What follows belongs to an exercise in optimizing a design on an open flow for small area, a short achievable clock period and few clock cycles per item; a production flow would make more cautious choices. The RTL was checked by simulation tests, not by an equivalence proof against the original design. Power and IR drop assume default switching activity.

==> build 76 <==
// md5_crack
module md5_crack(
  input clk,
  input reset_n,
  input start,               
  input [31:0] first,        
  input [127:0] target,      
  output done,               
  output found,              
  output [31:0] password     
    );
export LEC_CHECK = 0
export CAP_MARGIN = 20
export CORE_MARGIN = 2
export CORE_UTILIZATION = 55
export CTS_CLUSTER_DIAMETER = 150
export CTS_CLUSTER_SIZE = 22
export SETUP_SLACK_MARGIN = 2.4
export SLEW_MARGIN = 20
create_clock -name core_clock -period 5.0 [get_ports {clk}]
run.sh (not shown) runs the stock make flow with config.mk's settings and CLKGATE_MAP_FILE= SYNTH_SCRIPT=/design/flow/synth_recipe.tcl, a recipe that flattens the netlist after the stock synthesis.
==> trial 16 (differences from build 76) <==
--- a/flow/design.v
+++ b/flow/design.v
@@ -151,36 +151,34 @@
     4'd12: s_of = 5'd6;   4'd13: s_of = 5'd10;  4'd14: s_of = 5'd15;  default: s_of = 5'd21;
   endcase
 endfunction
 function [31:0] bswap(input [31:0] v);
   bswap = {v[7:0], v[15:8], v[23:16], v[31:24]};
 endfunction
-localparam NDP = 3;     
 reg        busy;        
 reg        pre;         
 reg        done_r;
 reg        found_r;
 reg [8:0]  t;           
 reg [31:8] base;        
 reg [7:0]  lo;          
 reg [31:8] base1;       
-reg [7:0]  lo1, lo2;    
+reg [7:0]  lo1;         
 reg [7:0]  plo;         
 reg [3:0]  valid;       
-reg [NDP-1:1] vdp;      
-reg [4*NDP-1:0] m;      
+reg        valid1;      
+reg [3:0]  m0, m1;      
 reg        at_end;      
 reg        u0r, u1r;    
 reg [5:0]  rr;          
 reg [31:0] kwA;
 reg [1:0]  fA;
 reg [4:0]  sB, sC;
-reg [32*NDP-1:0] vA;    
+reg [31:0] vA0, vA1;    
 reg [31:0] tw;
-reg [4*NDP-1:0] pc;
-reg [1:0]  widx;        
+reg [3:0]  pc0, pc1;
 assign done     = done_r;
 assign found    = found_r;
 assign password = {base, plo};
 function [7:0] lo_plus(input [7:0] l, input [1:0] j);
   reg [4:0] u;    
   begin
@@ -212,35 +210,18 @@
 endfunction
 function [7:0] lo_p4(input [7:0] l);
   if (l == 8'h96) lo_p4 = 8'h00;
   else if (l[3:0] >= 4'd6) lo_p4 = {l[7:4] + 4'd1, l[3:0] - 4'd6};
   else lo_p4 = {l[7:4], l[3:0] + 4'd4};
 endfunction
-wire [NDP:1] wrap = {lo >= 8'h88, lo >= 8'h92, lo >= 8'h96};     
-wire [31:8] bdp1 = wrap[1] ? base1 : base;
-wire [31:8] bdp2 = wrap[2] ? base1 : base;
-wire [32*NDP-1:0] dlo = {lo2, lo1, lo};                            
-wire [24*NDP-1:0] dbase = {bdp2, bdp1, base};                      
-wire [1:0] foff = {first[4], 1'b0} + first[1:0];            
-wire [3:0] fd7  = first[3:0];
-wire [7:0] flo  = (fd7 >= {2'b0, foff}) ? {first[7:4], fd7 - {2'b0, foff}}
-                                        : {first[7:4] - 4'd1, fd7 + 4'd10 - {2'b0, foff}};
-reg  [31:8] inc6;
-reg         cy;
-integer     k;
-always @(*) begin
-  inc6 = base;
-  cy = 1'b1;
-  for (k = 2; k < 8; k = k + 1) begin
-    if (cy) begin
-      if (inc6[4*k +: 4] == 4'd9) inc6[4*k +: 4] = 4'd0;
-      else begin inc6[4*k +: 4] = inc6[4*k +: 4] + 4'd1; cy = 1'b0; end
-    end
-  end
-end
+wire        ldD = (t == 9'd510) | (t == 9'd511) | (t == 9'd0) | (t == 9'd1);
+wire [31:0] bA0, bA1;
+md5_dp dp0 (.clk(clk), .kwA(kwA), .vA(vA0), .fA(fA), .sC(sC), .ldD(ldD), .bA(bA0));
+md5_dp dp1 (.clk(clk), .kwA(kwA), .vA(vA1), .fA(fA), .sC(sC), .ldD(ldD), .bA(bA1));
 wire [8:0] t1    = t + 9'd1;
+reg  [1:0] widx;                       
 wire [1:0] widxn = t1[3:2] - 2'd1;
 reg  [31:0] ivw;
 always @(*) begin
   case (widx)
     2'd0: ivw = IV_A;
     2'd1: ivw = IV_D;
@@ -254,53 +235,54 @@
     creq  = b ^ iv ^ tg;
     cgen  = (b & iv) | (b & creq) | (iv & creq);
     bitok = ~({creq[31:1], 1'b0} ^ {cgen[30:0], creq[0]});
     check = {&bitok[31:24], &bitok[23:16], &bitok[15:8], &bitok[7:0]};
   end
 endfunction
-wire        ldD = (t == 9'd510) | (t == 9'd511) | (t == 9'd0) | (t == 9'd1);
-wire [32*NDP-1:0] bA;
-wire [NDP-1:0]    ok;                  
-wire [NDP-1:0]    vk = {vdp, valid[3]};    
-genvar gk;
-generate
-  for (gk = 0; gk < NDP; gk = gk + 1) begin : g
-    md5_dp dp (.clk(clk), .kwA(kwA), .vA(vA[32*gk +: 32]), .fA(fA), .sC(sC), .ldD(ldD),
-               .bA(bA[32*gk +: 32]));
-    assign ok[gk] = &pc[4*gk +: 4];
-  end
-endgenerate
-wire cont    = (|(m & {NDP{4'b0111}})) | (|(ok & vk));
-wire fin     = busy & (t == 9'd261);
-wire grp_end = busy & (((t == 9'd248) & ~cont) | (fin & ~(|m)));
-wire hit     = fin & (|m);
-reg  [3:0] hidx;
-integer    h;
+wire ok0 = &pc0;                       
+wire ok1 = &pc1;
+wire [1:0] foff = {first[4], 1'b0} + first[1:0];            
+wire [3:0] fd7  = first[3:0];
+wire [7:0] flo  = (fd7 >= {2'b0, foff}) ? {first[7:4], fd7 - {2'b0, foff}}
+                                        : {first[7:4] - 4'd1, fd7 + 4'd10 - {2'b0, foff}};
+reg  [31:8] inc6;
+reg         cy;
+integer     k;
 always @(*) begin
-  hidx = 4'd0;
-  for (h = 4*NDP-1; h >= 0; h = h - 1)
-    if (m[h]) hidx = h[3:0];
+  inc6 = base;
+  cy = 1'b1;
+  for (k = 2; k < 8; k = k + 1) begin
+    if (cy) begin
+      if (inc6[4*k +: 4] == 4'd9) inc6[4*k +: 4] = 4'd0;
+      else begin inc6[4*k +: 4] = inc6[4*k +: 4] + 4'd1; cy = 1'b0; end
+    end
+  end
 end
+wire        wrap1  = (lo == 8'h96);                  
+wire [31:8] b1sel  = wrap1 ? base1 : base;           
+wire        wrap8  = (lo == 8'h92) | wrap1;          
+wire [7:0]  lo8    = lo_p4(lo1);
+wire cont    = (|m0[2:0]) | (|m1[2:0]) | (ok0 & valid[3]) | (ok1 & valid1);
+wire fin     = busy & (t == 9'd261);
+wire any0    = |m0;
+wire any1    = |m1;
+wire grp_end = busy & (((t == 9'd248) & ~cont) | (fin & ~any0 & ~any1));
+wire hit     = fin & (any0 | any1);
+wire [1:0] hj0 = m0[0] ? 2'd0 : m0[1] ? 2'd1 : m0[2] ? 2'd2 : 2'd3;
+wire [1:0] hj1 = m1[0] ? 2'd0 : m1[1] ? 2'd1 : m1[2] ? 2'd2 : 2'd3;
 wire [8:0] t2 = t + 9'd2;
 wire [5:0] rn2 = t2[7:2];
 wire [1:0] jn = t1[1:0];
 wire use_w0 = (rn2 == 6'd0) | (rn2 == 6'd19) | (rn2 == 6'd41) | (rn2 == 6'd48);
 wire use_w1 = (rn2 == 6'd1) | (rn2 == 6'd16) | (rn2 == 6'd36) | (rn2 == 6'd55);
-reg  [32*NDP-1:0] vnext;
-reg  [7:0]  ln;
-reg  [31:8] bk;
-integer     q;
-always @(*) begin
-  for (q = 0; q < NDP; q = q + 1) begin
-    ln = lo_plus(dlo[8*q +: 8], jn);
-    bk = dbase[24*q +: 24];
-    vnext[32*q +: 32] =
-      (u0r ? {4'h0, bk[19:16], 4'h0, bk[23:20], 4'h0, bk[27:24], 4'h0, bk[31:28]} : 32'd0) |
-      (u1r ? {4'h0, ln[3:0], 4'h0, ln[7:4], 4'h0, bk[11:8], 4'h0, bk[15:12]} : 32'd0);
-  end
-end
+wire [7:0] lon0 = lo_plus(lo, jn);
+wire [7:0] lon1 = lo_plus(lo1, jn);
+wire [31:0] v0_w0 = {4'h0, base[19:16], 4'h0, base[23:20], 4'h0, base[27:24], 4'h0, base[31:28]};
+wire [31:0] v0_w1 = {4'h0, lon0[3:0], 4'h0, lon0[7:4], 4'h0, base[11:8], 4'h0, base[15:12]};
+wire [31:0] v1_w0 = {4'h0, b1sel[19:16], 4'h0, b1sel[23:20], 4'h0, b1sel[27:24], 4'h0, b1sel[31:28]};
+wire [31:0] v1_w1 = {4'h0, lon1[3:0], 4'h0, lon1[7:4], 4'h0, b1sel[11:8], 4'h0, b1sel[15:12]};
 always @(posedge clk) begin
   if (~reset_n) begin
     busy   <= 1'b0;
     pre    <= 1'b0;
     done_r <= 1'b0;
   end else if (start & ~busy & ~pre) begin
@@ -313,60 +295,61 @@
   end else if (pre) begin
     pre  <= 1'b0;
     busy <= 1'b1;
     t    <= 9'd510;
   end else if (busy) begin
     t <= t1;
-    for (q = 0; q < NDP; q = q + 1) begin
-      if (t == 9'd245) m[4*q+0] <= ok[q] & (q == 0 ? valid[0] : vdp[q]);
-      if (t == 9'd246) m[4*q+1] <= ok[q] & (q == 0 ? valid[1] : vdp[q]);
-      if (t == 9'd247) m[4*q+2] <= ok[q] & (q == 0 ? valid[2] : vdp[q]);
-      if (t == 9'd248) m[4*q+3] <= ok[q] & (q == 0 ? valid[3] : vdp[q]);
-      if (t == 9'd249 || t == 9'd253 || t == 9'd257) m[4*q+0] <= m[4*q+0] & ok[q];
-      if (t == 9'd250 || t == 9'd254 || t == 9'd258) m[4*q+1] <= m[4*q+1] & ok[q];
-      if (t == 9'd251 || t == 9'd255 || t == 9'd259) m[4*q+2] <= m[4*q+2] & ok[q];
-      if (t == 9'd252 || t == 9'd256 || t == 9'd260) m[4*q+3] <= m[4*q+3] & ok[q];
-    end
+    if (t == 9'd245) begin m0[0] <= ok0 & valid[0]; m1[0] <= ok1 & valid1; end
+    if (t == 9'd246) begin m0[1] <= ok0 & valid[1]; m1[1] <= ok1 & valid1; end
+    if (t == 9'd247) begin m0[2] <= ok0 & valid[2]; m1[2] <= ok1 & valid1; end
+    if (t == 9'd248) begin m0[3] <= ok0 & valid[3]; m1[3] <= ok1 & valid1; end
+    if (t == 9'd249 || t == 9'd253 || t == 9'd257) begin m0[0] <= m0[0] & ok0; m1[0] <= m1[0] & ok1; end
+    if (t == 9'd250 || t == 9'd254 || t == 9'd258) begin m0[1] <= m0[1] & ok0; m1[1] <= m1[1] & ok1; end
+    if (t == 9'd251 || t == 9'd255 || t == 9'd259) begin m0[2] <= m0[2] & ok0; m1[2] <= m1[2] & ok1; end
+    if (t == 9'd252 || t == 9'd256 || t == 9'd260) begin m0[3] <= m0[3] & ok0; m1[3] <= m1[3] & ok1; end
     if (hit) begin
       busy    <= 1'b0;
       done_r  <= 1'b1;
       found_r <= 1'b1;
-      plo     <= lo_plus(dlo[8*hidx[3:2] +: 8], hidx[1:0]);
-      base    <= dbase[24*hidx[3:2] +: 24];
+      if (any0) plo <= lo_plus(lo, hj0);
+      else begin
+        plo  <= lo_plus(lo1, hj1);
+        base <= b1sel;
+      end
     end else if (grp_end) begin
       if (at_end) begin
         busy   <= 1'b0;
         done_r <= 1'b1;
       end else begin
         t     <= 9'd510;
-        lo    <= lo_p4(lo2);
-        if (wrap[3]) base <= base1;
+        lo    <= lo8;
+        if (wrap8) base <= base1;
         valid <= 4'b1111;
       end
     end
   end
 end
 always @(posedge clk) begin
   base1  <= inc6;
   lo1    <= lo_p4(lo);
-  lo2    <= lo_p4(lo_p4(lo));
-  at_end <= (base == 24'h999999) & wrap[3];
-  vdp    <= ~({wrap[2], wrap[1]} & {2{base == 24'h999999}});
+  at_end <= (base == 24'h999999) & ((lo == 8'h92) | (lo == 8'h96));
+  valid1 <= ~((base == 24'h999999) & (lo == 8'h96));
   u0r    <= use_w0;
   u1r    <= use_w1;
   rr  <= t1[7:2] + {5'd0, (t1[1:0] == 2'd3)};
   kwA <= kw_rom(rr);
   fA  <= rr[5:4];
   sB  <= s_of(t[7:2]);
   sC  <= sB;
-  vA  <= vnext;
+  vA0 <= (u0r ? v0_w0 : 32'd0) | (u1r ? v0_w1 : 32'd0);
+  vA1 <= (u0r ? v1_w0 : 32'd0) | (u1r ? v1_w1 : 32'd0);
   case (widxn)
     2'd0: tw <= bswap(target[127:96]);
     2'd1: tw <= bswap(target[31:0]);
     2'd2: tw <= bswap(target[63:32]);
     default: tw <= bswap(target[95:64]);
   endcase
   widx <= widxn;
-  for (q = 0; q < NDP; q = q + 1)
-    pc[4*q +: 4] <= check(bA[32*q +: 32], ivw, tw);
+  pc0 <= check(bA0, ivw, tw);
+  pc1 <= check(bA1, ivw, tw);
 end
 endmodule
==> build 40 (differences from build 76) <==
--- a/flow/design.v
+++ b/flow/design.v
@@ -22,13 +22,13 @@
           p[i] = p[i] & p[((i >> l) << l) - 1];
         end
     pg_sum = p0 ^ {g[30:0], 1'b0};
   end
 endfunction
 reg [31:0] aA, cA, dA;                
-reg [31:0] uB, wB, bB, cB, dB;        
+reg [31:0] pB, gB, bB, cB, dB;        
 reg [31:0] xC, bC, cC, dC;            
 reg [31:0] pD, gD, bD, cD, dD;        
 reg [31:0] fa;
 always @(*) begin
   case (fA)
     2'd0: fa = (bA & cA) | (~bA & dA);
@@ -39,22 +39,23 @@
 end
 wire [31:0] u1  = aA ^ kwA ^ vA;               
 wire [31:0] w1  = (aA & kwA) | (aA & vA) | (kwA & vA);
 wire [31:0] w1s = {w1[30:0], 1'b0};
 wire [31:0] u2  = u1 ^ w1s ^ fa;
 wire [31:0] w2  = (u1 & w1s) | (u1 & fa) | (w1s & fa);
-wire [31:0] xB = pg_sum(uB ^ wB, uB & wB);
+wire [31:0] w2s = {w2[30:0], 1'b0};
+wire [31:0] xB  = pg_sum(pB, gB);
 wire [31:0] l0 = sC[0] ? {xC[30:0], xC[31]}    : xC;
 wire [31:0] l1 = sC[1] ? {l0[29:0], l0[31:30]} : l0;
 wire [31:0] l2 = sC[2] ? {l1[27:0], l1[31:28]} : l1;
 wire [31:0] l3 = sC[3] ? {l2[23:0], l2[31:24]} : l2;
 wire [31:0] l4 = sC[4] ? {l3[15:0], l3[31:16]} : l3;
 wire [31:0] bnD = pg_sum(pD, gD);
 always @(posedge clk) begin
   aA <= dD; bA <= bnD; cA <= bD; dA <= cD;
-  uB <= u2;  wB <= {w2[30:0], 1'b0};
+  pB <= u2 ^ w2s;  gB <= u2 & w2s;
   bB <= bA;  cB <= cA;  dB <= dA;
   xC <= xB;  bC <= bB;  cC <= cB;  dC <= dB;
   if (ldD) begin
     pD <= IV_B;  gD <= 32'd0;
     bD <= IV_C;  cD <= IV_D;  dD <= IV_A;
   end else begin
@@ -174,13 +175,14 @@
 reg [31:0] kwA;
 reg [1:0]  fA;
 reg [4:0]  sB, sC;
 reg [32*NDP-1:0] vA;    
 reg [31:0] tw;
 reg [4*NDP-1:0] pc;
-reg [1:0]  widx;        
+reg [3:0]  wsel;        
+reg [3:0]  wseln;       
 assign done     = done_r;
 assign found    = found_r;
 assign password = {base, plo};
 function [7:0] lo_plus(input [7:0] l, input [1:0] j);
   reg [4:0] u;    
   begin
@@ -235,22 +237,16 @@
       if (inc6[4*k +: 4] == 4'd9) inc6[4*k +: 4] = 4'd0;
       else begin inc6[4*k +: 4] = inc6[4*k +: 4] + 4'd1; cy = 1'b0; end
     end
   end
 end
 wire [8:0] t1    = t + 9'd1;
-wire [1:0] widxn = t1[3:2] - 2'd1;
-reg  [31:0] ivw;
-always @(*) begin
-  case (widx)
-    2'd0: ivw = IV_A;
-    2'd1: ivw = IV_D;
-    2'd2: ivw = IV_C;
-    default: ivw = IV_B;
-  endcase
-end
+wire [8:0] t2s   = t + 9'd2;
+wire [1:0] widx2 = t2s[3:2] - 2'd1;    
+wire [31:0] ivw  = ({32{wsel[0]}} & IV_A) | ({32{wsel[1]}} & IV_D) |
+                   ({32{wsel[2]}} & IV_C) | ({32{wsel[3]}} & IV_B);
 function [3:0] check(input [31:0] b, input [31:0] iv, input [31:0] tg);
   reg [31:0] creq, cgen, bitok;
   begin
     creq  = b ^ iv ^ tg;
     cgen  = (b & iv) | (b & creq) | (iv & creq);
     bitok = ~({creq[31:1], 1'b0} ^ {cgen[30:0], creq[0]});
@@ -356,17 +352,14 @@
   rr  <= t1[7:2] + {5'd0, (t1[1:0] == 2'd3)};
   kwA <= kw_rom(rr);
   fA  <= rr[5:4];
   sB  <= s_of(t[7:2]);
   sC  <= sB;
   vA  <= vnext;
-  case (widxn)
-    2'd0: tw <= bswap(target[127:96]);
-    2'd1: tw <= bswap(target[31:0]);
-    2'd2: tw <= bswap(target[63:32]);
-    default: tw <= bswap(target[95:64]);
-  endcase
-  widx <= widxn;
+  tw <= ({32{wseln[0]}} & bswap(target[127:96])) | ({32{wseln[1]}} & bswap(target[31:0])) |
+        ({32{wseln[2]}} & bswap(target[63:32]))  | ({32{wseln[3]}} & bswap(target[95:64]));
+  wseln <= 4'b0001 << widx2;
+  wsel  <= wseln;
   for (q = 0; q < NDP; q = q + 1)
     pc[4*q +: 4] <= check(bA[32*q +: 32], ivw, tw);
 end
 endmodule
- CORE_UTILIZATION: 55 -> 44
==> comparison <==
First-iteration DRC count: build 40 > build 76 > trial 16. Cell count, lowest first: trial 16, build 76, build 40. In build 76 the combinational power is higher than in trial 16, by 56%. Synthesized cell count, highest first: build 40, build 76, trial 16. Area after synthesis: trial 16 < build 40 < build 76. Against build 40, the utilization of build 76 is higher by 11 points. The highest sequential power belongs to build 40, the lowest to trial 16. Sequential share of layout area, lowest first: build 40, trial 16, build 76. Via count: trial 16 < build 76 < build 40. Between trial 16 and build 40, the lower global-route usage is in build 40 (gap 3.5 points).
Testbench counts of build 76, summed over its fixed seeds: cycles 177,915, candidates 8,001.
Testbench counts of trial 16, summed over its fixed seeds: cycles 263,255, candidates 8,001.
Testbench counts of build 40, summed over its fixed seeds: cycles 177,915, candidates 8,001.

## afterwards: timing with drivers on the ports
In the flow no input, the clock included, has a driving cell. The finished layouts below were timed again as built, in two steps. Step 1 assumes that a clkbuf_16 drives the clock port and a buf_2 every other input. Step 2 adds t to the input delays and takes it off the output delays; t is the mean of the earliest and latest rising clock arrival at the registers after step 1. Input paths then give back, and output paths get back, about the clock's delay inside the block. Three values: ideal ports, drivers, drivers and shift; two values: the first two.
| run | shift t [ns] | setup slack, ns | clock arrival spread, ns |
|---|---|---|---|
| build 76 | 0.830 | 2.290 / 2.290 / 1.760 | 0.065 / 0.064 |
| trial 16 | 0.732 | 2.294 / 2.294 / 1.853 | 0.042 / 0.042 |
| build 40 | 0.860 | 2.310 / 2.310 / 1.786 | 0.044 / 0.044 |
After both steps setup and hold are still met in every run listed. For build 76, which loses most, drivers alone change the setup slack by 0.000 ns; drivers and shift together by -0.530 ns.
